This design comes from an exercise in tuning for a short achievable clock period and few clock cycles on the open sky130 flow, not from production work. Function was checked by simulation only, so behaviour that the tests miss may differ from the original. Power and IR drop assume default switching activity.

===== design/flow/design.v =====
module ARM (
	input clk,
	input rst,
	output [31:0] imem_addr,
	input  [31:0] imem_rdata,
	output [31:0] dmem_addr,
	output [31:0] dmem_wdata,
	output dmem_rd_en,
	output dmem_wr_en,
	input  [31:0] dmem_rdata,
	input  dmem_ready
);
	reg  [9:0]  pc;
	reg         fd_v;
	reg  [31:0] fd_ins;
	reg  [14:0] fd_oha, fd_ohb;    
	reg         fd_xa, fd_xb;      
	reg         fd_la, fd_lb;      
	reg         fd_pred;           
	reg         fd_zoff;           
	reg  [31:0] fd_imm;            
	reg  [9:0]  fd_alt;            
	reg         de_v;
	reg  [3:0]  de_cond;
	reg         de_wr;             
	reg         de_ld, de_st, de_br, de_setf;
	reg  [3:0]  de_rd, de_ra, de_rm;
	reg         de_pred, de_zoff;
	reg  [9:0]  de_alt;
	reg         de_arith, de_invb, de_cin1, de_cinc, de_zext, de_linv;
	reg  [1:0]  de_lsel;
	reg  [32:0] de_a;              
	reg  [32:0] de_b;              
	reg  [31:0] de_sd;             
	reg         de_pa, de_pb, de_ps;    
	reg         de_pbs;                 
	reg         use_a, use_b, use_s;    
	reg  [3:0]  de_stag;                
	reg  [6:0]  de_shf;                 
	reg         de_lch;                 
	reg  [3:0]  de_tag;                 
	reg         x_wr;
	reg  [3:0]  x_dst;
	reg  [31:0] x_val;
	reg         ld_v;
	reg         ld_any;            
	reg  [3:0]  ld_tag;
	reg  [3:0]  ld_dst;
	reg  [31:0] ld_q;
	reg  [31:0] ld_qs;             
	reg  [3:0]  flg;
	reg  [31:0] rf [0:14];
	reg  [14:0] pend;          
	reg  [3:0]  ptag [0:14];   
	reg  [3:0]  l_seq;         
	reg         o_rd, o_wr;
	reg  [31:0] o_addr, o_wdata;
	reg  [3:0]  o_dst, o_tag;
	reg         q_wr   [0:7];
	reg  [31:0] q_addr [0:7];
	reg  [31:0] q_data [0:7];
	reg  [3:0]  q_dst  [0:7];
	reg  [3:0]  q_tag  [0:7];      
	reg         q_pd   [0:7];      
	reg  [2:0]  q_rp, q_wp;
	reg  [3:0]  q_cnt;
	wire fN = flg[3], fZ = flg[2], fC = flg[1], fV = flg[0];
	wire [15:0] ctab = {
		1'b0,                       
		1'b1,                       
		fZ | (fN != fV),            
		~fZ & (fN == fV),           
		fN != fV,                   
		fN == fV,                   
		~fC | fZ,                   
		fC & ~fZ,                   
		~fV, fV, ~fN, fN, ~fC, fC, ~fZ, fZ };
	wire        e_cond = ctab[de_cond];
	wire        e_go   = de_v & e_cond;           
	wire        e_hold = e_go & (de_pa | de_pb);
	wire        e_ok   = e_go & ~e_hold;
	wire        cin = de_cin1 | (de_cinc & fC);
	wire [32:0] ea = use_a ? xa(ld_q, de_zext) : de_a;
	wire [32:0] eb = use_b ? xb(de_pbs ? ld_qs : ld_q, de_zext, de_invb) : de_b;
	wire [31:0] es = use_s ? ld_q : de_sd;
	wire [33:0] sum34 = {ea, 1'b1} + {eb, cin};
	wire [32:0] sum = sum34[33:1];
	wire [32:0] zc  = {ea[31:0] | eb[31:0], cin};
	wire        zsum = &(~(ea ^ eb ^ zc));
	reg  [31:0] lres;
	always @(*) begin
		case (de_lsel)
			2'd0: lres = ea[31:0] & eb[31:0];
			2'd1: lres = ea[31:0] | eb[31:0];
			2'd2: lres = ea[31:0] ^ eb[31:0];
			default: lres = eb[31:0];
		endcase
		if (de_linv) lres = ~lres;
	end
	wire [31:0] res  = de_arith ? sum[31:0] : lres;
	wire        nN   = res[31];
	wire        nC   = de_arith ? sum[32] : lres[31];
	wire        nZ   = de_arith ? zsum : ~|lres;
	wire        nV   = de_arith ? (sum[31] ^ sum[32]) : 1'b0;
	wire [32:0] zcf  = {de_a[31:0] | de_b[31:0], cin};
	wire        zsf  = &(~(de_a ^ de_b ^ zcf));
	reg  [31:0] lrf;
	always @(*) begin
		case (de_lsel)
			2'd0: lrf = de_a[31:0] & de_b[31:0];
			2'd1: lrf = de_a[31:0] | de_b[31:0];
			2'd2: lrf = de_a[31:0] ^ de_b[31:0];
			default: lrf = de_b[31:0];
		endcase
	end
	wire        nZf2 = de_arith ? zsf : (de_linv ? &lrf : ~|lrf);    
	wire        zk   = ~(use_a | use_b);
	wire        e_qmem = e_go & (de_ld | de_st) & ~de_lch;    
	wire        e_mem  = e_qmem & ~e_hold;
	wire        e_ldw  = e_mem & de_ld;
	wire        e_aluw = e_ok & de_wr;
	wire        e_sets = e_go & de_setf;
	wire        mispredict = de_v & de_br & ~de_zoff & (e_cond != de_pred);
	wire [31:0] di   = fd_ins;
	wire [1:0]  dmode = di[27:26];
	wire        dI   = di[25];
	wire [3:0]  dop  = di[24:21];
	wire        dS   = di[20];
	wire [3:0]  drn  = di[19:16];
	wire [3:0]  drd  = di[15:12];
	wire [3:0]  drm  = di[3:0];
	wire d_dp    = dmode == 2'b00;
	wire d_mov   = dop == 4'b1101;
	wire d_mvn   = dop == 4'b1111;
	wire d_add   = dop == 4'b0100;
	wire d_adc   = dop == 4'b0101;
	wire d_sub   = dop == 4'b0010;
	wire d_sbc   = dop == 4'b0110;
	wire d_and   = dop == 4'b0000;
	wire d_orr   = dop == 4'b1100;
	wire d_eor   = dop == 4'b0001;
	wire d_cmp   = dop == 4'b1010;
	wire d_tst   = dop == 4'b1000;
	wire d_wrop  = d_mov | d_mvn | d_add | d_adc | d_sub | d_sbc | d_and | d_orr | d_eor;
	wire d_alu_w = d_dp & d_wrop;
	wire d_cmpt  = d_dp & dS & (d_cmp | d_tst);
	wire d_alu   = d_alu_w | d_cmpt;
	wire d_ld    = (dmode == 2'b01) & dS;
	wire d_st    = (dmode == 2'b01) & ~dS;
	wire d_mem   = dmode == 2'b01;
	wire d_br    = (dmode == 2'b10) & ~di[24];
	wire d_setf  = (d_alu_w & dS) | d_cmpt | d_ld;
	wire d_invb  = d_dp & (d_sub | d_sbc | d_cmp);
	wire d_zext  = d_dp & d_adc;
	wire d_use_a = (d_alu & ~d_mov & ~d_mvn) | d_mem;
	wire d_use_b = d_alu & ~dI & ~di[4];
	wire d_shift = d_use_b & (di[11:7] != 5'd0);
	wire [3:0] d_rbsel = d_st ? drd : drm;
	reg  [31:0] rfv [0:14];
	integer i;
	always @(*)
		for (i = 0; i < 15; i = i + 1)
			rfv[i] = rf[i];
	function [31:0] rdreg(input [14:0] oh);
		integer j;
		begin
			rdreg = 32'd0;
			for (j = 0; j < 15; j = j + 1)
				rdreg = rdreg | (rfv[j] & {32{oh[j]}});
		end
	endfunction
	wire [31:0] d_va = fd_xa ? x_val : fd_la ? ld_q : rdreg(fd_oha);
	wire [31:0] d_vb = fd_xb ? x_val : fd_lb ? ld_q : rdreg(fd_ohb);
	wire [4:0]  d_sh  = di[11:7];
	wire [1:0]  d_sty = di[6:5];
	wire [63:0] d_ror = {d_vb, d_vb} >> d_sh;
	reg  [31:0] d_op2;
	always @(*) begin
		if (d_mem | dI)
			d_op2 = fd_imm;
		else if (di[4])
			d_op2 = 32'd0;
		else case (d_sty)
			2'b00: d_op2 = d_vb << d_sh;
			2'b11: d_op2 = d_ror[31:0];
			default: d_op2 = d_vb >> d_sh;
		endcase
	end
	function fwd(input [3:0] r);
		fwd = e_go & de_wr & (de_rd == r);
	endfunction
	function pl(input [3:0] r, input [14:0] oh);
		pl = (|(pend & oh) & ~fwd(r)) |
		     (e_go & de_ld & (de_rd == r) & (r != 4'd15));
	endfunction
	wire d_pla = pl(drn, fd_oha);
	wire d_plb = pl(d_rbsel, fd_ohb);
	wire d_fwa = fwd(drn);
	wire d_fwb = fwd(d_rbsel);
	wire d_fa = d_use_a & d_fwa;
	wire d_fb = d_use_b & ~d_shift & d_fwb;
	wire d_fs = d_st & d_fwb;
	wire d_pa = d_use_a & d_pla;
	wire d_pb = d_use_b & d_plb;
	wire d_ps = d_st & d_plb;
	reg  [3:0]  d_stag;
	always @(*) begin
		if (e_go & de_ld & (de_rd == drd))
			d_stag = de_lch ? de_tag : l_seq;
		else
			d_stag = ptag[drd];
	end
	wire head_busy = o_rd | o_wr;
	wire served    = head_busy & dmem_ready;
	wire head_free = ~head_busy | served;
	wire q_nonempty = q_cnt != 4'd0;
	wire [4:0] q_tot = {1'b0, q_cnt} + {4'd0, head_busy} + {4'd0, e_qmem};
	wire stall = fd_v & (
		(d_shift & d_fwb) |
		(d_mem & (q_tot >= 5'd9)));
	wire [31:0] d_addr = d_va + {{20{di[11]}}, di[11:0]};
	wire [3:0] dcnd = di[31:28];
	wire d_ctrue = (dcnd == 4'd14) | (~e_sets & ctab[dcnd]);
	wire        d_arith = d_mem | (d_dp & (d_add | d_adc | d_sub | d_sbc | d_cmp));
	wire        dz_bimm = d_mem | dI;
	wire [31:0] dz_b   = dz_bimm ? fd_imm : di[4] ? 32'd0 : d_vb;
	wire        dz_eq  = d_va == dz_b;
	wire [32:0] dz_sa  = {d_va[31], d_va};
	wire [32:0] dz_sb  = {fd_imm[31], fd_imm};
	wire        dz_neq = &(~(dz_sa ^ dz_sb ^ {dz_sa[31:0] | dz_sb[31:0], 1'b0}));
	wire        dz_and = ~|(d_va & dz_b);
	wire        dz_orr = ~|(d_va | dz_b);
	wire        dz_mov = ~|dz_b;
	wire        dz_mvn = &dz_b;
	reg         dz, dz_ok;
	always @(*) begin
		dz = 1'b0; dz_ok = 1'b1;
		if (d_mem | (d_dp & d_add)) begin dz = dz_neq; dz_ok = dz_bimm; end
		else if (d_sub | d_cmp | d_eor) dz = dz_eq;
		else if (d_and | d_tst) dz = dz_and;
		else if (d_orr) dz = dz_orr;
		else if (d_mov) dz = dz_mov;
		else if (d_mvn) dz = dz_mvn;
		else dz_ok = 1'b0;                     
	end
	wire        dz_known = dz_ok & d_ctrue & ~d_shift &
	                       (~d_use_a | (~d_pla & ~d_fwa)) &
	                       (~d_use_b | (~d_plb & ~d_fwb));
	wire d_lok = fd_v & d_mem & d_ctrue & ~stall & ~mispredict &
	             ~d_pla & ~d_fwa & (d_ld | (~d_plb & ~d_fwb)) &
	             ~q_nonempty & ~e_qmem;
	wire launch = d_lok & ~e_hold & head_free;
	wire launch_ld = launch & d_ld;
	wire zf = e_sets ? nZf2 : fZ;
	wire zfk = ~e_sets | zk;           
	wire d_zcond = (dcnd == 4'd0) | (dcnd == 4'd1);
	wire d_known = ~e_sets | (d_zcond & zk);
	wire d_taken = d_zcond ? (zf ^ dcnd[0]) : ctab[dcnd];
	wire d_fix = fd_v & d_br & ~fd_zoff & d_known & (d_taken != fd_pred);
	wire [31:0] fi = imem_rdata;
	wire        f_br = (fi[27:26] == 2'b10) & ~fi[24];
	wire        d_sets = fd_v & d_setf;
	wire        stable = ~d_sets & ~e_sets;
	wire [3:0]  fc = fi[31:28];
	wire        f_zk   = d_sets ? dz_known : zfk;    
	wire        f_zv   = d_sets ? dz : zf;
	reg  [15:0] pk_b, pk_f;
	integer c;
	always @(*) begin
		for (c = 0; c < 14; c = c + 1) begin
			if (c < 2) begin
				pk_b[c] = f_zk ? (f_zv ^ c[0]) : 1'b1;
				pk_f[c] = f_zk ? (f_zv ^ c[0]) : c[0];
			end else begin
				pk_b[c] = ~stable | ctab[c];
				pk_f[c] = stable ? ctab[c] : ((c < 10) ? c[0] : ~c[0]);
			end
		end
		pk_b[14] = 1'b1; pk_f[14] = 1'b1;
		pk_b[15] = 1'b0; pk_f[15] = 1'b0;
	end
	wire        f_pred = f_br & (fi[23] ? pk_b[fc] : pk_f[fc]);
	wire [9:0]  pc1 = pc + 10'd1;
	wire [5:0]  ft_lo  = {1'b0, pc1[4:0]} + {1'b0, fi[4:0]};
	wire [4:0]  ft_hi0 = pc1[9:5] + fi[9:5];
	wire [4:0]  ft_hi1 = pc1[9:5] + fi[9:5] + 5'd1;
	wire [9:0]  f_tgt = {ft_lo[5] ? ft_hi1 : ft_hi0, ft_lo[4:0]};
	wire [9:0]  f_next = f_pred ? f_tgt : pc1;
	wire [9:0]  f_alt  = f_pred ? pc1 : f_tgt;
	wire        f_st = (fi[27:26] == 2'b01) & ~fi[20];
	wire [3:0]  f_rb = f_st ? fi[15:12] : fi[3:0];
	wire [15:0] f_oha = 16'd1 << fi[19:16];
	wire [63:0] f_iror = {24'd0, fi[7:0], 24'd0, fi[7:0]} >> {fi[11:8], 1'b0};
	wire [31:0] f_imm  = (fi[27:26] == 2'b01) ? {{20{fi[11]}}, fi[11:0]} : f_iror[31:0];
	wire [3:0]  n_ra = f_hold ? drn : fi[19:16];
	wire [3:0]  n_rb = f_hold ? d_rbsel : f_rb;
	wire [15:0] f_ohb = 16'd1 << f_rb;
	assign imem_addr = {22'd0, pc};
	assign dmem_addr  = o_addr;
	assign dmem_wdata = o_wdata;
	assign dmem_rd_en = o_rd;
	assign dmem_wr_en = o_wr;
	wire bypass_q  = head_free & ~q_nonempty & e_mem;    
	wire q_push    = e_mem & ~bypass_q;
	wire q_pop     = head_free & q_nonempty;
	wire [15:0] o_oh = 16'd1 << o_dst;
	wire e_lld = e_go & de_lch & de_ld;
	wire head_latest = (|(pend & o_oh[14:0]) & (ptag[o_dst] == o_tag)) |
	                   (e_lld & (de_tag == o_tag));
	wire head_wr = o_rd & head_latest;                  
	wire ld_wr = dmem_ready & head_wr;                  
	wire e_ld_to = e_qmem & de_ld;                      
	wire cap_da = dmem_ready & (head_wr & (o_dst == drn) & ~(e_ld_to & (de_rd == drn)));
	wire cap_db = dmem_ready & (head_wr & (o_dst == d_rbsel) & ~(e_ld_to & (de_rd == d_rbsel)));
	wire cap_ea = dmem_ready & (head_wr & (o_dst == de_ra));
	wire cap_eb = dmem_ready & (head_wr & (o_dst == de_rm));
	wire cap_es = dmem_ready & (head_wr & (o_dst == de_rd));
	wire        ls_e = e_hold & de_pb;
	wire [4:0]  ls_sh = ls_e ? de_shf[6:2] : di[11:7];
	wire [1:0]  ls_ty = ls_e ? de_shf[1:0] : di[6:5];
	wire [31:0] ls_in = dmem_rdata;
	wire [63:0] ls_ror = {ls_in, ls_in} >> ls_sh;
	reg  [31:0] ls_out;
	always @(*) begin
		case (ls_ty)
			2'b00: ls_out = ls_in << ls_sh;
			2'b11: ls_out = ls_ror[31:0];
			default: ls_out = ls_in >> ls_sh;
		endcase
	end
	function [32:0] xa(input [31:0] v, input zext);
		xa = {~zext & v[31], v};
	endfunction
	function [32:0] xb(input [31:0] v, input zext, input invb);
		xb = {33{invb}} ^ {~zext & v[31], v};
	endfunction
	wire        n_rd   = q_nonempty ? ~q_wr[q_rp] : e_mem ? de_ld : launch & d_ld;
	wire        n_wr   = q_nonempty ?  q_wr[q_rp] : e_mem ? de_st : launch & d_st;
	wire [31:0] n_addr = q_nonempty ? q_addr[q_rp] : e_mem ? sum[31:0] : d_addr;
	wire        n_pd   = q_nonempty ? q_pd[q_rp] : e_mem & de_st & de_ps;
	wire [3:0]  n_ptg  = q_nonempty ? q_tag[q_rp] : de_stag;
	wire [31:0] n_pdat = (o_rd & (o_tag == n_ptg)) ? dmem_rdata : ld_q;
	wire [31:0] n_data = n_pd ? n_pdat : q_nonempty ? q_data[q_rp] : e_mem ? es : d_vb;
	wire        d_fix_e = d_fix & ~mispredict & ~f_hold;
	wire        f_take = f_pred & ~mispredict & ~f_hold;
	wire [9:0]  pc_alt = mispredict ? de_alt : f_hold ? pc : pc1;
	wire [9:0]  pc_o   = f_take ? f_tgt : pc_alt;
	wire advance = ~e_hold;           
	wire f_hold  = e_hold | stall;
	always @(posedge clk) begin
		if (rst) begin
			pc <= 10'd0;
			o_rd <= 1'b0; o_wr <= 1'b0;
			o_addr <= 32'd0; o_wdata <= 32'd0;
			o_dst <= 4'd0; o_tag <= 4'd0;
		end else begin
			pc <= d_fix_e ? fd_alt : pc_o;
			if (head_free) begin
				o_rd    <= n_rd;
				o_wr    <= n_wr;
				o_addr  <= n_addr;
				o_wdata <= n_data;
				o_dst   <= q_nonempty ? q_dst[q_rp]  : e_mem ? de_rd : drd;
				o_tag   <= q_nonempty ? q_tag[q_rp]  : l_seq;
			end
		end
	end
	integer k;
	always @(posedge clk or posedge rst) begin
		if (rst) begin
			fd_v <= 1'b0;
			de_v <= 1'b0;
			flg <= 4'd0;
			for (k = 0; k < 15; k = k + 1)
				rf[k] <= k;
			x_wr <= 1'b0;
			ld_v <= 1'b0;
			ld_any <= 1'b0;
			pend <= 15'd0;
			l_seq <= 4'd0;
			q_rp <= 3'd0; q_wp <= 3'd0; q_cnt <= 4'd0;
		end else begin
			if (mispredict)
				fd_v <= 1'b0;
			else if (!f_hold)
				fd_v <= ~d_fix;
			if (advance)
				de_v <= fd_v & ~stall & ~mispredict;
			if (e_ok & de_setf)
				flg <= {nN, nZ, nC, nV};
			if (ld_v && ld_dst != 4'd15) rf[ld_dst] <= ld_q;
			if (x_wr && x_dst != 4'd15) rf[x_dst] <= x_val;    
			x_wr <= e_aluw;
			ld_v <= ld_wr;
			ld_any <= o_rd & dmem_ready;
			if (ld_wr && o_dst != 4'd15) pend[o_dst] <= 1'b0;
			if (e_aluw && de_rd != 4'd15) pend[de_rd] <= 1'b0;
			if (e_ldw && de_rd != 4'd15) pend[de_rd] <= 1'b1;
			if (e_lld && !dmem_ready && de_rd != 4'd15) pend[de_rd] <= 1'b1;
			if (e_ldw | launch_ld) l_seq <= l_seq + 4'd1;
			if (q_push) q_wp <= q_wp + 3'd1;
			if (q_pop)  q_rp <= q_rp + 3'd1;
			q_cnt <= q_cnt + {3'd0, q_push} - {3'd0, q_pop};
		end
	end
	always @(posedge clk) begin
		if (rst) begin
			de_a <= 0;
			de_alt <= 0;
			de_arith <= 0;
			de_b <= 0;
			de_br <= 0;
			de_cin1 <= 0;
			de_cinc <= 0;
			de_cond <= 0;
			de_invb <= 0;
			de_lch <= 0;
			de_tag <= 0;
			de_ld <= 0;
			de_linv <= 0;
			de_lsel <= 0;
			de_pa <= 0;
			use_a <= 0;
			use_b <= 0;
			use_s <= 0;
			de_stag <= 0;
			de_pb <= 0;
			de_pbs <= 0;
			de_pred <= 0;
			de_ps <= 0;
			de_ra <= 0;
			de_rd <= 0;
			de_rm <= 0;
			de_sd <= 0;
			de_setf <= 0;
			de_shf <= 0;
			de_st <= 0;
			de_wr <= 0;
			de_zext <= 0;
			de_zoff <= 0;
			fd_alt <= 0;
			fd_ins <= 0;
			fd_la <= 0;
			fd_lb <= 0;
			fd_oha <= 0;
			fd_ohb <= 0;
			fd_pred <= 0;
			fd_xa <= 0;
			fd_xb <= 0;
			fd_zoff <= 0;
			fd_imm <= 0;
		end else begin
			fd_xa <= e_aluw & (de_rd == n_ra);
			fd_xb <= e_aluw & (de_rd == n_rb);
			fd_la <= ld_wr & (o_dst == n_ra);
			fd_lb <= ld_wr & (o_dst == n_rb);
			if (~(f_hold | mispredict)) begin
				fd_ins  <= fi;
				fd_oha  <= f_oha[14:0];
				fd_ohb  <= f_ohb[14:0];
				fd_pred <= f_pred;
				fd_zoff <= fi[23:0] == 24'd0;
				fd_imm  <= f_imm;
				fd_alt  <= f_alt;
			end
			if (advance) begin
				de_cond  <= di[31:28];
				de_wr    <= d_alu_w;
				de_ld    <= d_ld;
				de_st    <= d_st;
				de_br    <= d_br;
				de_setf  <= d_setf;
				de_rd    <= drd;
				de_ra    <= drn;
				de_rm    <= drm;
				de_pred  <= d_br & (fd_pred ^ d_fix);
				de_zoff  <= fd_zoff;
				de_alt   <= fd_alt;
				de_arith <= d_arith;
				de_invb  <= d_invb;
				de_cin1  <= d_dp & (d_sub | d_cmp);
				de_cinc  <= d_dp & d_adc;
				de_zext  <= d_zext;
				de_lsel  <= (d_and | d_tst) ? 2'd0 : d_orr ? 2'd1 : d_eor ? 2'd2 : 2'd3;
				de_linv  <= d_mvn;
				de_a     <= d_fa ? xa(res, d_zext) : xa(d_va, d_zext);
				de_b     <= d_fb ? xb(res, d_zext, d_invb) :
				            xb(d_op2, d_zext, d_invb);
				de_sd    <= d_fs ? res : d_vb;
				de_pa    <= d_pa & ~cap_da;
				de_pb    <= d_pb & ~cap_db;
				de_ps    <= d_ps & ~cap_db;
				use_a    <= d_pa & cap_da;
				use_b    <= d_pb & cap_db;
				use_s    <= d_ps & cap_db;
				de_stag  <= d_stag;
				de_pbs   <= d_shift;
				de_shf   <= di[11:5];
				de_lch   <= launch;
				de_tag   <= l_seq;
			end else begin
				if (use_a) de_a  <= ea;
				if (use_b) de_b  <= eb;
				if (use_s) de_sd <= es;
				use_a <= de_pa & cap_ea;
				use_b <= de_pb & cap_eb;
				use_s <= de_ps & cap_es;
				if (de_pa & cap_ea) de_pa <= 1'b0;
				if (de_pb & cap_eb) de_pb <= 1'b0;
				if (de_ps & cap_es) de_ps <= 1'b0;
			end
		end
	end
	always @(posedge clk) begin
		x_dst  <= de_rd;
		x_val  <= res;
		ld_dst <= o_dst;
		ld_q   <= dmem_rdata;
		ld_tag <= o_tag;
		ld_qs  <= ls_out;
		if (e_ldw) ptag[de_rd] <= l_seq;
		if (e_lld) ptag[de_rd] <= de_tag;
		for (k = 0; k < 8; k = k + 1)
			if (q_pd[k] && ld_any && q_tag[k] == ld_tag) begin
				q_data[k] <= ld_q;
				q_pd[k]   <= 1'b0;
			end
		if (e_mem) begin
			q_wr[q_wp]   <= de_st;
			q_addr[q_wp] <= sum[31:0];
			q_data[q_wp] <= es;
			q_dst[q_wp]  <= de_rd;
			q_tag[q_wp]  <= de_st ? de_stag : l_seq;
			q_pd[q_wp]   <= de_st & de_ps;
		end
	end
endmodule

===== design/flow/flow/run.sh =====
#!/bin/bash
# Layout flow: the standard ORFS flow (standard.sh, unchanged synthesis),
# with repair_timing asked for a setup margin so that it optimises the layout
# for a shorter period than the constraint's 18 ns, and the port buffers made
# with a regular buffer cell. The clock period and the SDC stay the design's.
set -euo pipefail
cd "$(dirname "${BASH_SOURCE[0]}")/.."
bash standard.sh SETUP_SLACK_MARGIN=13.5 \
  "BUFFER_PORTS_ARGS=-buffer_cell sky130_fd_sc_hd__buf_4" \
  finish > flow_make.log 2>&1

===== design/flow/standard.sh =====
#!/bin/bash
# synth_recipe.tcl (not shown) runs the flow's synth.tcl, then flattens the netlist and writes it again
# the make line also repeats each setting of config.mk as NAME=value (left out here)
make -C /OpenROAD-flow-scripts/flow DESIGN_CONFIG=/design/flow/config.mk WORK_HOME=/design/flow/orfs CLKGATE_MAP_FILE= SYNTH_SCRIPT=/design/flow/synth_recipe.tcl "${@:-finish}"

===== design/flow/config.mk =====
export PLATFORM = sky130hd
export DESIGN_NAME = ARM
export DESIGN_NICKNAME = ARM
export VERILOG_FILES = /design/flow/design.v
export SDC_FILE = /design/flow/constraint.sdc
export NUM_CORES = 8
export LEC_CHECK = 0
export CAP_MARGIN = 20
export CORE_MARGIN = 2
export CORE_UTILIZATION = 40
export SETUP_SLACK_MARGIN = 0.4
export SLEW_MARGIN = 20

===== design/flow/constraint.sdc =====
create_clock -name core_clock -period 18.0 [get_ports {clk}]
set_input_delay 3.6000 -clock core_clock [delete_from_list [all_inputs] [get_ports {clk}]]
set_output_delay 3.6000 -clock core_clock [all_outputs]
set_load 0.01 [all_outputs]

==> results of run 1 <==
[layer usage]
layer	vias to the layer above	global-route usage, %	share of wire, %
li1	38500	-	-
met1	45500	47.2	37
met2	7251	53.8	42
met3	1859	11.6	13
met4	48	21.5	7.2
met5	-	0	0.071
[stage by stage]
step	cell area, um^2	power [uW]	setup WS (ns)	util (%)	hold WS [ns]
3_3_place_gp	105000	10300	10.36	42.2	0.439
6_report	120000	15200	13.01	48.1	0.453
4_1_cts	117000	14800	12.97	47.0	0.453
3_5_place_dp	105000	10400	10.26	42.2	0.445
5_1_grt	120000	15600	12.97	48.1	0.471
2_1_floorplan	101000	8260	12.31	-	0.370
[cells by family (layout without fill, tap and decap cells)]
kind of cell,after synthesis,count (layout)
buffers and inverters,1379,1512
and+or+nand+nor,2822,2828
AOI/OAI and AO/OA,2881,2881
xor gates and xnor gates,357,357
other,1,48
muxes,1185,1185
DFF,1641,1641
adders and majority gates,265,265
[layout make-up]
class                           instances  area [um^2]
Timing Repair inverter                  1         8.76
Tap cell                             3330         4170
Sequential cell                      1641        42300
Inverter                              371         1450
Multi-Input combinational cell       7538        57100
Fill cell                           22900       129000
Clock inverter                         79         1020
Timing Repair Buffer                  791         8370
Antenna cell                           26         65.1
Clock buffer                          270         5310
[repair_timing]
action	CTS	global route
buffers inserted	174	118
endpoints found under the setup margin	1477	686
pin swaps	111	157
cloned	23	6
endpoints found under the hold margin	0	0
resized for setup	796	366
[synth_stat cells, types with 11 or more instances]
library cell / count / area [um^2]
sky130_fd_sc_hd__mux4_2: 367 / 8270
sky130_fd_sc_hd__nand2_1: 1139 / 4280
sky130_fd_sc_hd__o211ai_1: 123 / 923
sky130_fd_sc_hd__nand4_1: 146 / 913
sky130_fd_sc_hd__or4_1: 11 / 82.6
sky130_fd_sc_hd__xor2_1: 167 / 1460
sky130_fd_sc_hd__buf_1: 135 / 507
sky130_fd_sc_hd__or3_1: 33 / 206
sky130_fd_sc_hd__and2_1: 32 / 200
sky130_fd_sc_hd__o221ai_1: 24 / 210
sky130_fd_sc_hd__nand2b_1: 47 / 294
sky130_fd_sc_hd__a2111oi_0: 13 / 114
sky130_fd_sc_hd__o21ai_0: 653 / 3270
sky130_fd_sc_hd__a311oi_1: 20 / 175
sky130_fd_sc_hd__ha_1: 259 / 3240
sky130_fd_sc_hd__and3_1: 13 / 81.3
sky130_fd_sc_hd__inv_1: 365 / 1370
sky130_fd_sc_hd__nor2_1: 1019 / 3820
sky130_fd_sc_hd__clkbuf_1: 803 / 3010
sky130_fd_sc_hd__o21ai_1: 15 / 75.1
sky130_fd_sc_hd__nor3_1: 105 / 526
sky130_fd_sc_hd__dfrtp_1: 490 / 12300
sky130_fd_sc_hd__a21oi_1: 1012 / 5060
sky130_fd_sc_hd__xnor2_1: 190 / 1660
sky130_fd_sc_hd__nand3_1: 122 / 611
sky130_fd_sc_hd__buf_4: 24 / 180
sky130_fd_sc_hd__dfxtp_1: 471 / 9430
sky130_fd_sc_hd__nor4_1: 69 / 432
sky130_fd_sc_hd__o31ai_1: 42 / 315
sky130_fd_sc_hd__o22ai_1: 59 / 369
sky130_fd_sc_hd__a22oi_1: 493 / 3700
sky130_fd_sc_hd__mux2_2: 52 / 586
sky130_fd_sc_hd__buf_2: 41 / 205
sky130_fd_sc_hd__o21a_1: 22 / 165
sky130_fd_sc_hd__or2_2: 13 / 81.3
sky130_fd_sc_hd__mux2i_1: 766 / 7670
sky130_fd_sc_hd__nor2b_1: 30 / 188
sky130_fd_sc_hd__a31oi_1: 28 / 175
sky130_fd_sc_hd__o32ai_1: 49 / 429
sky130_fd_sc_hd__a21o_1: 37 / 278
sky130_fd_sc_hd__edfxtp_1: 652 / 19600
sky130_fd_sc_hd__a221oi_1: 24 / 210
sky130_fd_sc_hd__a211oi_1: 137 / 1030
sky130_fd_sc_hd__dfstp_2: 28 / 736
sky130_fd_sc_hd__a2bb2oi_1: 12 / 105
[state kept, by name, summed over array words and instances, names as in the netlist, 33 cells and up, named ones only]
name	cells
q_addr	256
de_a	33
de_b	33
ptag	60
rf	480
q_data	256
[path summary, 6_finish.rpt]
check / from / slack (ns) / endpoint / depth (start not counted)
min in group asynchronous: rst / 2.88 / rf[3][17]$_DFF_PP0_ / 2
max reg2reg: fd_ohb[3]$_SDFFE_PP0P_ / 13.11 / pc[0]$_SDFFE_PP0P_ / 19
max in group asynchronous: rst / 13.60 / rf[2][14]$_DFF_PP0_ / 6
min: o_wdata[9]$_SDFFE_PP0N_ / 0.45 / o_wdata[9]$_SDFFE_PP0N_ / 2
max: o_addr[31]$_SDFFE_PP0N_ / 13.01 / dmem_addr[31] / 1
min reg2reg: o_wdata[9]$_SDFFE_PP0N_ / 0.45 / o_wdata[9]$_SDFFE_PP0N_ / 2
[power by group]
part / switching (uW) / total, uW / internal, uW
Clock: 1720 / 3970 / 2250
Sequential: 789 / 5280 / 4490
Combinational: 3600 / 5930 / 2330
==> results.ini, run 1 <==
[critical_path]
crit_path_max_incr_delay_ns = 0.39
setup.worst_path.class = register to primary output
required_ns = 14.40
timing.critical_path.to_type = primary output
crit_slowest_cell = sky130_fd_sc_hd__dfxtp_4
path_cells = buf_6
worstPathMaxFanout = 2
critPathBufInv = 1
worst_ep_arrival_time_ns = 1.39
start_kind = register
critical-path-top-delay-family = flip-flops

[layout]
layoutNonFillerInstCount = 14000
drive_gt1_share_pct = 21.5
mostFrequentLayoutCells = 1,117 x sky130_fd_sc_hd__nand2_1, 984 x sky130_fd_sc_hd__nor2_1, 958 x sky130_fd_sc_hd__a21oi_1, 713 x sky130_fd_sc_hd__mux2i_1, 652 x sky130_fd_sc_hd__edfxtp_1
nets = 10900
syn_to_final_growth_pct = 19.7
final_common_cell = sky130_fd_sc_hd__nand2_1

[grt]
first_global_vias = 86800
grt_first_pass_wirelength_um = 671000
globalRouteOverflowTotal = 0
grt_antenna_before_repair = 51
maximum_number_of_pins_on_one_net_before_global_route_repair = 124
gr-usage-all-layers_pct = 36.6

[placement]
place_hpwl_um = 308000
finalWeightedCongestion = 1.04
port_buffers = 142
placedCellCount = 13400

[synth]
yosysSeqAreaShare_pct = 42.0
synth_enable_flop_cells = 652
combinational_family_with_the_most_area_after_synthesis = compound AO/OA/AOI/OAI gates
synth_compound_area_share_pct = 17.7
synthAdderAreaFrac_pct = 3.36
synthMuxAreaShare_pct = 16.5
ys_dominant_reg_cell = sky130_fd_sc_hd__edfxtp_1
synth.cell_area_mm2 = 0.100
synth_async_sr_flop_share_pct = 31.6
synth_cells = 10500
synth-simple-area-share_pct = 12.1
post_synth_xor_area_fraction_pct = 3.12
ys_seq_elements = 1641
post_synth_num_cell_types = 97
synth.avg_cell_area_um2 = 9.51
synth.yosys.warnings = 3

[sta]
worst_slew_margin_rel_pct = 18.0
unrepaired_setup_endpoints_after_global_routing = yes
timing.final.setup_violations = 0
final.min_clock_period_ns = 4.99
final_hold_violating_endpoints = 0
achievable-frequency_ghz = 0.200
drv_slew = 0
min_period_over_period_pct = 27.7
tns_ns = 0
finClkSkew_ns = 0.0691
worstMarginPinSlew_ns = 1.21

[floorplanning]
fp-row-count = 183
die_area_mm2 = 0.254
core-area_mm2 = 0.249
initial_core_util_pct = 40.2
die_w_um = 504
boundaryPins = 165
dieHeight_um = 504

[job]
max_cap_violations = 0

[drt]
finalWirelength_um = 486000
post_drt_via_cell_ratio = 6.63
ant_nets = 0
route.detailed.drc = 0
drt-wirelength-per-cell_um = 34.6
vias = 93100
drt-pass1-iter-count = 10
dr.first_iter.drc_count = 14900

[clock_tree]
root_buffer = sky130_fd_sc_hd__clkbuf_16
ctsHtreeMaxLevel = 4
cts_buffers = 184
clk_pin_slew_worst_paths_ns = 0.06
clkSinkCount = 1641
tritoncts_clock_tree = done
clk-insertion-delay-late_ns = 0.89
cts.hold.buffers_added = 0
ctsLongestPathBuffers = 3

[power_and_ir_drop]
static-leakage-power_uw = 0.0464
power.ir.vdd_worst_mv = 0.118
pwr_density_cell_mw_per_mm2 = 127

[hold_path]
min-delay-path-class = register to register

[status]
run_status = timing/DRC/antenna clean

Testbench counts, summed over its fixed seeds: cycles 38,157.
==> inputs of run 2 (changes only) <==
--- a/design/flow/design.v
+++ b/design/flow/design.v
@@ -225,3 +225,3 @@
 	wire        dz_bimm = d_mem | dI;
-	wire [31:0] dz_b   = dz_bimm ? fd_imm : di[4] ? 32'd0 : d_vb;
+	wire [31:0] dz_b   = dz_bimm ? fd_imm : 32'd0;    
 	wire        dz_eq  = d_va == dz_b;
@@ -245,5 +245,4 @@
 	end
-	wire        dz_known = dz_ok & d_ctrue & ~d_shift &
-	                       (~d_use_a | (~d_pla & ~d_fwa)) &
-	                       (~d_use_b | (~d_plb & ~d_fwb));
+	wire        dz_known = dz_ok & d_ctrue & ~d_use_b &
+	                       (~d_use_a | (~d_pla & ~d_fwa));
 	wire d_lok = fd_v & d_mem & d_ctrue & ~stall & ~mispredict &
--- a/design/flow/config.mk
+++ b/design/flow/config.mk
@@ -9,3 +9,3 @@
 export CORE_MARGIN = 2
-export CORE_UTILIZATION = 40
+export CORE_UTILIZATION = 47
 export SETUP_SLACK_MARGIN = 0.4
==> results.ini, run 2 <==
[drt]
drt-pass1-iter-count = 9
route.detailed.drc = 0
dr.first_iter.drc_count = 14200
post_drt_via_cell_ratio = 6.84
finalWirelength_um = 477000
vias = 93400
ant_nets = 0
drt-wirelength-per-cell_um = 34.9

[synth]
synth.avg_cell_area_um2 = 9.42
synth_top_area_cell = sky130_fd_sc_hd__edfxtp_1
synth_largest_type_area_fraction_pct = 19.4
ys_dominant_reg_cell = sky130_fd_sc_hd__edfxtp_1
most_repeated_cell_in_the_gate_level_netlist_after_synthesis = sky130_fd_sc_hd__nand2_1
synth_async_sr_flop_share_pct = 31.6
post_synth_num_cell_types = 109
yosys-top-cells-area = sky130_fd_sc_hd__edfxtp_1 19%, sky130_fd_sc_hd__dfrtp_1 12%, sky130_fd_sc_hd__dfxtp_1 9.3%
synth_enable_flop_cells = 652
synth.cell_area_mm2 = 0.101
synth_cells = 10700
synth.yosys.warnings = 3
yosysSeqAreaShare_pct = 41.6
ys_seq_elements = 1641
post_synth_most_frequent_cells = 1,345 x sky130_fd_sc_hd__nand2_1, 955 x sky130_fd_sc_hd__nor2_1, 901 x sky130_fd_sc_hd__mux2i_1, 868 x sky130_fd_sc_hd__a21oi_1, 741 x sky130_fd_sc_hd__clkbuf_1

[grt]
maximum_number_of_pins_on_one_net_before_global_route_repair = 106
gr-usage-all-layers_pct = 42.1
grt_first_pass_wirelength_um = 660000
first_global_vias = 87200
grt_antenna_before_repair = 42
globalRouteOverflowTotal = 0

[critical_path]
start_kind = register
required_ns = 18.78
critical-path-top-delay-family = simple AND/OR/NAND/NOR gates
worstPathMaxFanout = 25
crit_path_max_incr_delay_ns = 0.55
worst_ep_arrival_time_ns = 5.85
crit_slowest_cell = sky130_fd_sc_hd__nor3_2
path_cells = buf_8, a22oi_1, nand4_1, nor3_2, o31ai_1, buf_4, inv_1, ha_1, nor4_1, nand3_1, nor3_1, a31oi_1, nand3_1, o221a_2, a311o_2, a31oi_2, nor3_4, buf_12, mux2_4, o22ai_1, a21oi_1
crit_path_frequent_cell = sky130_fd_sc_hd__nand3_1
critPathBufInv = 4
timing.critical_path.to_type = register
setup.worst_path.class = register to register

[clock_tree]
cts.hold.buffers_added = 0
clkSinkCount = 1641
root_buffer = sky130_fd_sc_hd__clkbuf_16
ctsLongestPathBuffers = 3
ctsHtreeMaxLevel = 4
tritoncts_clock_tree = done
cts_buffers = 183
clk_pin_slew_worst_paths_ns = 0.07
clk-insertion-delay-late_ns = 0.91

[placement]
place_hpwl_um = 306000
finalWeightedCongestion = 1.07
port_buffers = 142

[floorplanning]
initial_core_util_pct = 47.2
fp-row-count = 170
core-area_mm2 = 0.214
dieHeight_um = 467
die_area_mm2 = 0.218
boundaryPins = 165
die_w_um = 467

[job]
max_cap_violations = 0

[power_and_ir_drop]
power.ir.vdd_worst_mv = 0.118
pwr_density_cell_mw_per_mm2 = 126
static-leakage-power_uw = 0.0470
total_power_consumption_of_the_routed_design_uw = 14900

[layout]
largest-register = rf
largestRegisters = rf x480, q_addr x256, q_data x256
final_common_cell = sky130_fd_sc_hd__nand2_1
mostFrequentLayoutCells = 1,314 x sky130_fd_sc_hd__nand2_1, 928 x sky130_fd_sc_hd__nor2_1, 860 x sky130_fd_sc_hd__mux2i_1, 832 x sky130_fd_sc_hd__a21oi_1, 652 x sky130_fd_sc_hd__edfxtp_1
syn_to_final_growth_pct = 17.3
drive_gt1_share_pct = 19.7
nets = 11000
fillerInstances = 18900
largest_register_ffs = 480

[sta]
achievable-frequency_ghz = 0.197
fin_hold_ws_ns = 0.454
worstMarginPinSlew_ns = 1.30
final.min_clock_period_ns = 5.07
drv_slew = 0
timing.final.setup_violations = 0
finClkSkew_ns = 0.0828
min_period_over_period_pct = 28.2
tns_ns = 0
final_hold_violating_endpoints = 0
unrepaired_setup_endpoints_after_global_routing = yes
worst_slew_margin_rel_pct = 13.1

[hold_path]
min-delay-path-class = register to register

[status]
run_status = timing/DRC/antenna clean

==> run 2: cell count changes after synthesis, moves of 60 or more <==
cell,before,now
sky130_fd_sc_hd__nand2_1,1139,1345
sky130_fd_sc_hd__a21oi_1,1012,868
sky130_fd_sc_hd__mux2i_1,766,901
sky130_fd_sc_hd__buf_2,41,117
sky130_fd_sc_hd__nor2_1,1019,955
sky130_fd_sc_hd__clkbuf_1,803,741
sky130_fd_sc_hd__xor2_1,167,107
==> run 2: cells by family (layout without fill, tap and decap cells) <==
family / after synthesis / after routing / share of synthesized area, %
AO/OA/AOI/OAI: 2837 / 2837 / 17.5
XOR/XNOR: 350 / 350 / 3.05
adder cells (fa/ha/maj): 236 / 236 / 2.96
buffers and inverters: 1385 / 1468 / 5.60
flip-flops: 1641 / 1641 / 41.6
multiplexers: 1272 / 1272 / 16.6
other: 1 / 37 / 0.00372
AND/OR/NAND/NOR: 2987 / 2990 / 12.6
==> run 2: per-stage QoR <==
stage	instances	area, um^2	setup slack [ns]	utilization [%]
3_5_place_dp	13000	104000	11.46	48.7
4_1_cts	13500	116000	12.99	54.0
5_1_grt	13700	118000	12.86	55.3
3_3_place_gp	13000	104000	11.27	48.7
2_1_floorplan	10700	101000	12.36	-
6_report	13700	118000	12.93	55.3
==> run 2: final cells by class <==
cell class / count / area (um^2) / area share, %
antenna: 15 / 37.5 / 0.0317
clock buffer: 251 / 5110 / 4.32
clock inverter: 94 / 1220 / 1.03
inverter: 360 / 1410 / 1.19
multi-input combinational: 7707 / 56900 / 48.0
sequential: 1641 / 42400 / 35.8
tap: 2838 / 3550 / 3.00
timing repair buffer: 763 / 7810 / 6.60
==> run 2: repair_timing <==
item                                    4_1_cts  5_1_grt
cloned                                       16        6
pin swaps                                   148      178
endpoints found under the setup margin     1452      898
setup buffers                               175      124
resized for setup                           789      351
==> run 2: worst paths after layout <==
path                       slack [ns]               startpoint  cells past startpoint                     end
max in group asynchronous       13.63                      rst                      4    rf[12][18]$_DFF_PP0_
hold / removal                   0.45   de_alt[9]$_SDFFE_PP0N_                      2  de_alt[9]$_SDFFE_PP0N_
setup reg to reg                12.93  fd_oha[11]$_SDFFE_PP0P_                     21      pc[3]$_SDFFE_PP0P_
min in group asynchronous        2.72                      rst                      2     q_wp[1]$_DFFE_PP0P_
hold reg to reg                  0.45   de_alt[9]$_SDFFE_PP0N_                      2  de_alt[9]$_SDFFE_PP0N_
setup / recovery                12.93  fd_oha[11]$_SDFFE_PP0P_                     21      pc[3]$_SDFFE_PP0P_
==> run 2: layer usage <==
| metal | vias to the layer above | global-route usage [%] | wire length [um] |
|---|---|---|---|
| met5 | - | 0 | 274 |
| met4 | 36 | 23.7 | 34200 |
| met3 | 1784 | 12.3 | 63100 |
| met2 | 7131 | 62.4 | 203000 |
| met1 | 45600 | 55.1 | 177000 |
| li1 | 38900 | - | - |
==> run 2: where the power goes <==
group	switching (uW)	leakage, uW	internal (uW)
logic	3470	0.0270	2230
registers	756	0.0169	4470
clock network	1720	0.00308	2230
==> run 2: tightest hold or removal path: cells and delay by family, from the launching register on <==
family	cells	cell delay (ns)
flops	1	0.31
compound gates	1	0.05
simple gates	1	0.05
Testbench counts of run 2, summed over its fixed seeds: cycles 38,157.
==> inputs of run 3 (changes only) <==
--- a/design/flow/config.mk
+++ b/design/flow/config.mk
@@ -9,3 +9,3 @@
 export CORE_MARGIN = 2
-export CORE_UTILIZATION = 47
+export CORE_UTILIZATION = 40
 export SETUP_SLACK_MARGIN = 0.4
==> results.ini, run 3 <==
[floorplanning]
die_area_mm2 = 0.256
boundaryPins = 165
initial_core_util_pct = 40.2
fp-row-count = 184
core-area_mm2 = 0.251
dieHeight_um = 506
die_w_um = 506

[sta]
tns_ns = 0
worst_slew_margin_rel_pct = 17.9
timing.final.setup_violations = 0
final_hold_violating_endpoints = 0
drv_slew = 0
unrepaired_setup_endpoints_after_global_routing = yes
finClkSkew_ns = 0.0769
final.min_clock_period_ns = 5.24
achievable-frequency_ghz = 0.191
min_period_over_period_pct = 29.1
worstMarginPinSlew_ns = 1.23

[power_and_ir_drop]
power.share.switching_pct = 40.0
share_clk_of_total_power_pct = 25.9
total_switching_power_uw = 5940
power.ir.vdd_worst_mv = 0.105
internal-power_uw = 8910
total_power_consumption_of_the_routed_design_uw = 14900
power.share.sequential_pct = 35.4
p_comb_share_pct = 38.7
static-leakage-power_uw = 0.0474
pwr_density_cell_mw_per_mm2 = 124

[synth]
post_synth_num_cell_types = 109
synth_largest_type_area_fraction_pct = 19.4
ys_seq_elements = 1641
yosysSeqAreaShare_pct = 41.6
synth.cell_area_mm2 = 0.101
synth_cells = 10700
most_repeated_cell_in_the_gate_level_netlist_after_synthesis = sky130_fd_sc_hd__nand2_1
yosys-top-cells-area = sky130_fd_sc_hd__edfxtp_1 19%, sky130_fd_sc_hd__dfrtp_1 12%, sky130_fd_sc_hd__dfxtp_1 9.3%
synth_async_sr_flop_share_pct = 31.6
ys_dominant_reg_cell = sky130_fd_sc_hd__edfxtp_1
synth_enable_flop_cells = 652
post_synth_most_frequent_cells = 1,345 x sky130_fd_sc_hd__nand2_1, 955 x sky130_fd_sc_hd__nor2_1, 901 x sky130_fd_sc_hd__mux2i_1, 868 x sky130_fd_sc_hd__a21oi_1, 741 x sky130_fd_sc_hd__clkbuf_1
synth.avg_cell_area_um2 = 9.42
synth_top_area_cell = sky130_fd_sc_hd__edfxtp_1
synth.yosys.warnings = 3

[layout]
mostFrequentLayoutCells = 1,308 x sky130_fd_sc_hd__nand2_1, 928 x sky130_fd_sc_hd__nor2_1, 857 x sky130_fd_sc_hd__mux2i_1, 833 x sky130_fd_sc_hd__a21oi_1, 652 x sky130_fd_sc_hd__edfxtp_1
seq_area_mm2 = 0.0423
largest-register = rf
final_common_cell = sky130_fd_sc_hd__nand2_1
multiInputGateArea_mm2 = 0.0576
finish.instance_area_mm2 = 0.120
largestRegisters = rf x480, q_addr x256, q_data x256
largest_register_ffs = 480
drive_gt1_share_pct = 20.6
fillerInstances = 23100
syn_to_final_growth_pct = 18.9
nets = 11000

[critical_path]
setup.worst_path.class = register to register
start_kind = register
timing.critical_path.to_type = register
setup.worst_path.start = fd_oha[3]$_SDFFE_PP0P_
required_ns = 18.76
worstPathMaxFanout = 16
critical_path.reg2reg.startpoint = fd_oha[3]$_SDFFE_PP0P_
worst_ep_arrival_time_ns = 6.00

[grt]
grt_first_pass_wirelength_um = 662000
globalRouteOverflowTotal = 0
gr-usage-all-layers_pct = 35.7
first_global_vias = 87200
maximum_number_of_pins_on_one_net_before_global_route_repair = 161
grt_antenna_before_repair = 47

[drt]
drt-pass1-iter-count = 10
finalWirelength_um = 481000
drt-wirelength-per-cell_um = 33.8
post_drt_via_cell_ratio = 6.59
route.detailed.drc = 0
ant_nets = 0
dr.first_iter.drc_count = 14200
vias = 93800

[clock_tree]
cts_buffers = 184
clk-insertion-delay-late_ns = 0.90
ctsHtreeMaxLevel = 4
ctsLongestPathBuffers = 3
clkSinkCount = 1641
tritoncts_clock_tree = done
root_buffer = sky130_fd_sc_hd__clkbuf_16
clk_pin_slew_worst_paths_ns = 0.06

[placement]
placed_area_mm2 = 0.105
finalWeightedCongestion = 1.03
port_buffers = 142
place_hpwl_um = 304000

[status]
run_status = timing/DRC/antenna clean

[hold_path]
min-delay-start = o_wdata[7]$_SDFFE_PP0N_
min-delay-path-class = register to register

[job]
max_cap_violations = 0

[run 3: cell counts after synthesis]
No cell type changed its count.
[run 3: per-stage QoR]
step	hold slack, ns	setup slack (ns)	instances	utilization [%]
2_1_floorplan	0.354	12.36	10700	-
6_report	0.458	12.76	14200	47.8
5_1_grt	0.473	12.71	14200	47.7
3_3_place_gp	0.438	10.57	13500	41.8
4_1_cts	0.457	12.95	14000	46.3
3_5_place_dp	0.448	11.10	13500	41.8
[run 3: cell type report]
| class | instances | area share (%) |
|---|---|---|
| multi-input cells | 7709 | 48.0 |
| inverters | 360 | 1.18 |
| well taps | 3348 | 3.49 |
| diodes | 21 | 0.0438 |
| clock inverters | 74 | 0.687 |
| clock buffers | 269 | 4.38 |
| flip-flops and latches | 1641 | 35.3 |
| repair inverters | 2 | 0.0229 |
| repair buffers | 803 | 6.90 |
[run 3: path summary, 6_finish.rpt]
path	slack, ns	depth (start not counted)	end
max	12.76	25	fd_alt[4]$_SDFFE_PP0P_
min	0.46	2	o_wdata[7]$_SDFFE_PP0N_
max reg2reg	12.76	25	fd_alt[4]$_SDFFE_PP0P_
min reg2reg	0.46	2	o_wdata[7]$_SDFFE_PP0N_
max in group asynchronous	13.59	5	rf[14][1]$_DFF_PP1_
min in group asynchronous	2.75	2	rf[9][22]$_DFF_PP0_
[run 3: logic make-up (layout without fill, tap and decap cells)]
| kind of cell | Yosys count | count (layout) | share of synthesized area [%] |
|---|---|---|---|
| simple gates | 2987 | 2992 | 12.6 |
| other cells | 1 | 43 | 0.00372 |
| compound gates | 2837 | 2837 | 17.5 |
| xor+xnor | 350 | 350 | 3.05 |
| fa+ha+maj | 236 | 236 | 2.96 |
| flops | 1641 | 1641 | 41.6 |
| mux | 1272 | 1272 | 16.6 |
| buf+inv | 1385 | 1508 | 5.60 |
[run 3: metal layers]
metal / global-route usage (%) / share of wire, % / vias up
met4: 20.7 / 7.1 / 48
li1: - / - / 39000
met5: 0 / 0.11 / -
met3: 11.3 / 13 / 1878
met2: 52.7 / 43 / 7081
met1: 45.9 / 37 / 45800
[run 3: power by group through the flow]
stage / Combinational (uW) / Clock [uW] / Sequential, uW
global placement: 4780 / 0 / 5230
finish: 5750 / 3850 / 5260
detailed placement: 4830 / 0 / 5250
floorplan: 3300 / 0 / 4800
global route: 6010 / 4020 / 5280
CTS: 5300 / 3860 / 5210
[run 3: worst max-delay path, cell delays in order (launching register included)]
cell and delay, ns:
sky130_fd_sc_hd__dfxtp_4 0.42, sky130_fd_sc_hd__buf_12 0.16, sky130_fd_sc_hd__buf_16 0.16, sky130_fd_sc_hd__a22oi_1 0.19
sky130_fd_sc_hd__nand4_1 0.12, sky130_fd_sc_hd__o32ai_1 0.60, sky130_fd_sc_hd__a21oi_1 0.17, sky130_fd_sc_hd__buf_4 0.26
sky130_fd_sc_hd__inv_1 0.16, sky130_fd_sc_hd__ha_1 0.25, sky130_fd_sc_hd__nor4_1 0.40, sky130_fd_sc_hd__nand4_1 0.16
sky130_fd_sc_hd__nor3_2 0.17, sky130_fd_sc_hd__a31oi_1 0.07, sky130_fd_sc_hd__nand3_1 0.11, sky130_fd_sc_hd__o221a_2 0.18
sky130_fd_sc_hd__a311o_1 0.11, sky130_fd_sc_hd__buf_4 0.15, sky130_fd_sc_hd__a31oi_2 0.12, sky130_fd_sc_hd__nor3_4 0.24
sky130_fd_sc_hd__buf_12 0.16, sky130_fd_sc_hd__buf_8 0.11, sky130_fd_sc_hd__buf_16 0.13, sky130_fd_sc_hd__buf_8 0.15
sky130_fd_sc_hd__mux2i_2 0.24, sky130_fd_sc_hd__a211oi_2 0.10
[run 3: timing repair]
item,CTS,global route
hold buffers,0,0
gates resized for setup,785,435
gates cloned,21,14
buffers inserted,176,148
pin swaps,145,247
setup endpoints to repair,1590,625

separate check: timing with driven ports:
The results above use ideal ports. As a check the final layouts listed here were re-extracted and re-timed, cells and wires unchanged. Step 1: set_driving_cell puts a clkbuf_16 on clk and a buf_2 on each other input, an assumption about the parent block. Step 2 times the ports against the registers' clock, not the clock port: input delays grow and output delays shrink by t, the midpoint of the rising clock arrivals with the driver on. Slacks: ideal / step 1 / step 2; pairs: ideal / step 1.
| run | t, ns | slack for setup (ns) | worst setup path at the end | worst data-port slew with drivers (ns) | cell pins on the clock port's net |
|---|---|---|---|---|---|
| run 1 | 0.954 | 13.010 / 12.916 / 12.074 | input to register | 0.18 | 1 |
| run 2 | 0.968 | 12.927 / 12.913 / 12.048 | input to register | 0.16 | 1 |
| run 3 | 0.965 | 12.761 / 12.762 / 11.868 | input to register | 0.33 | 1 |
After both steps setup and hold are still met in every run listed. For run 1, which loses most, drivers alone change the setup slack by -0.094 ns; drivers and shift together by -0.936 ns.
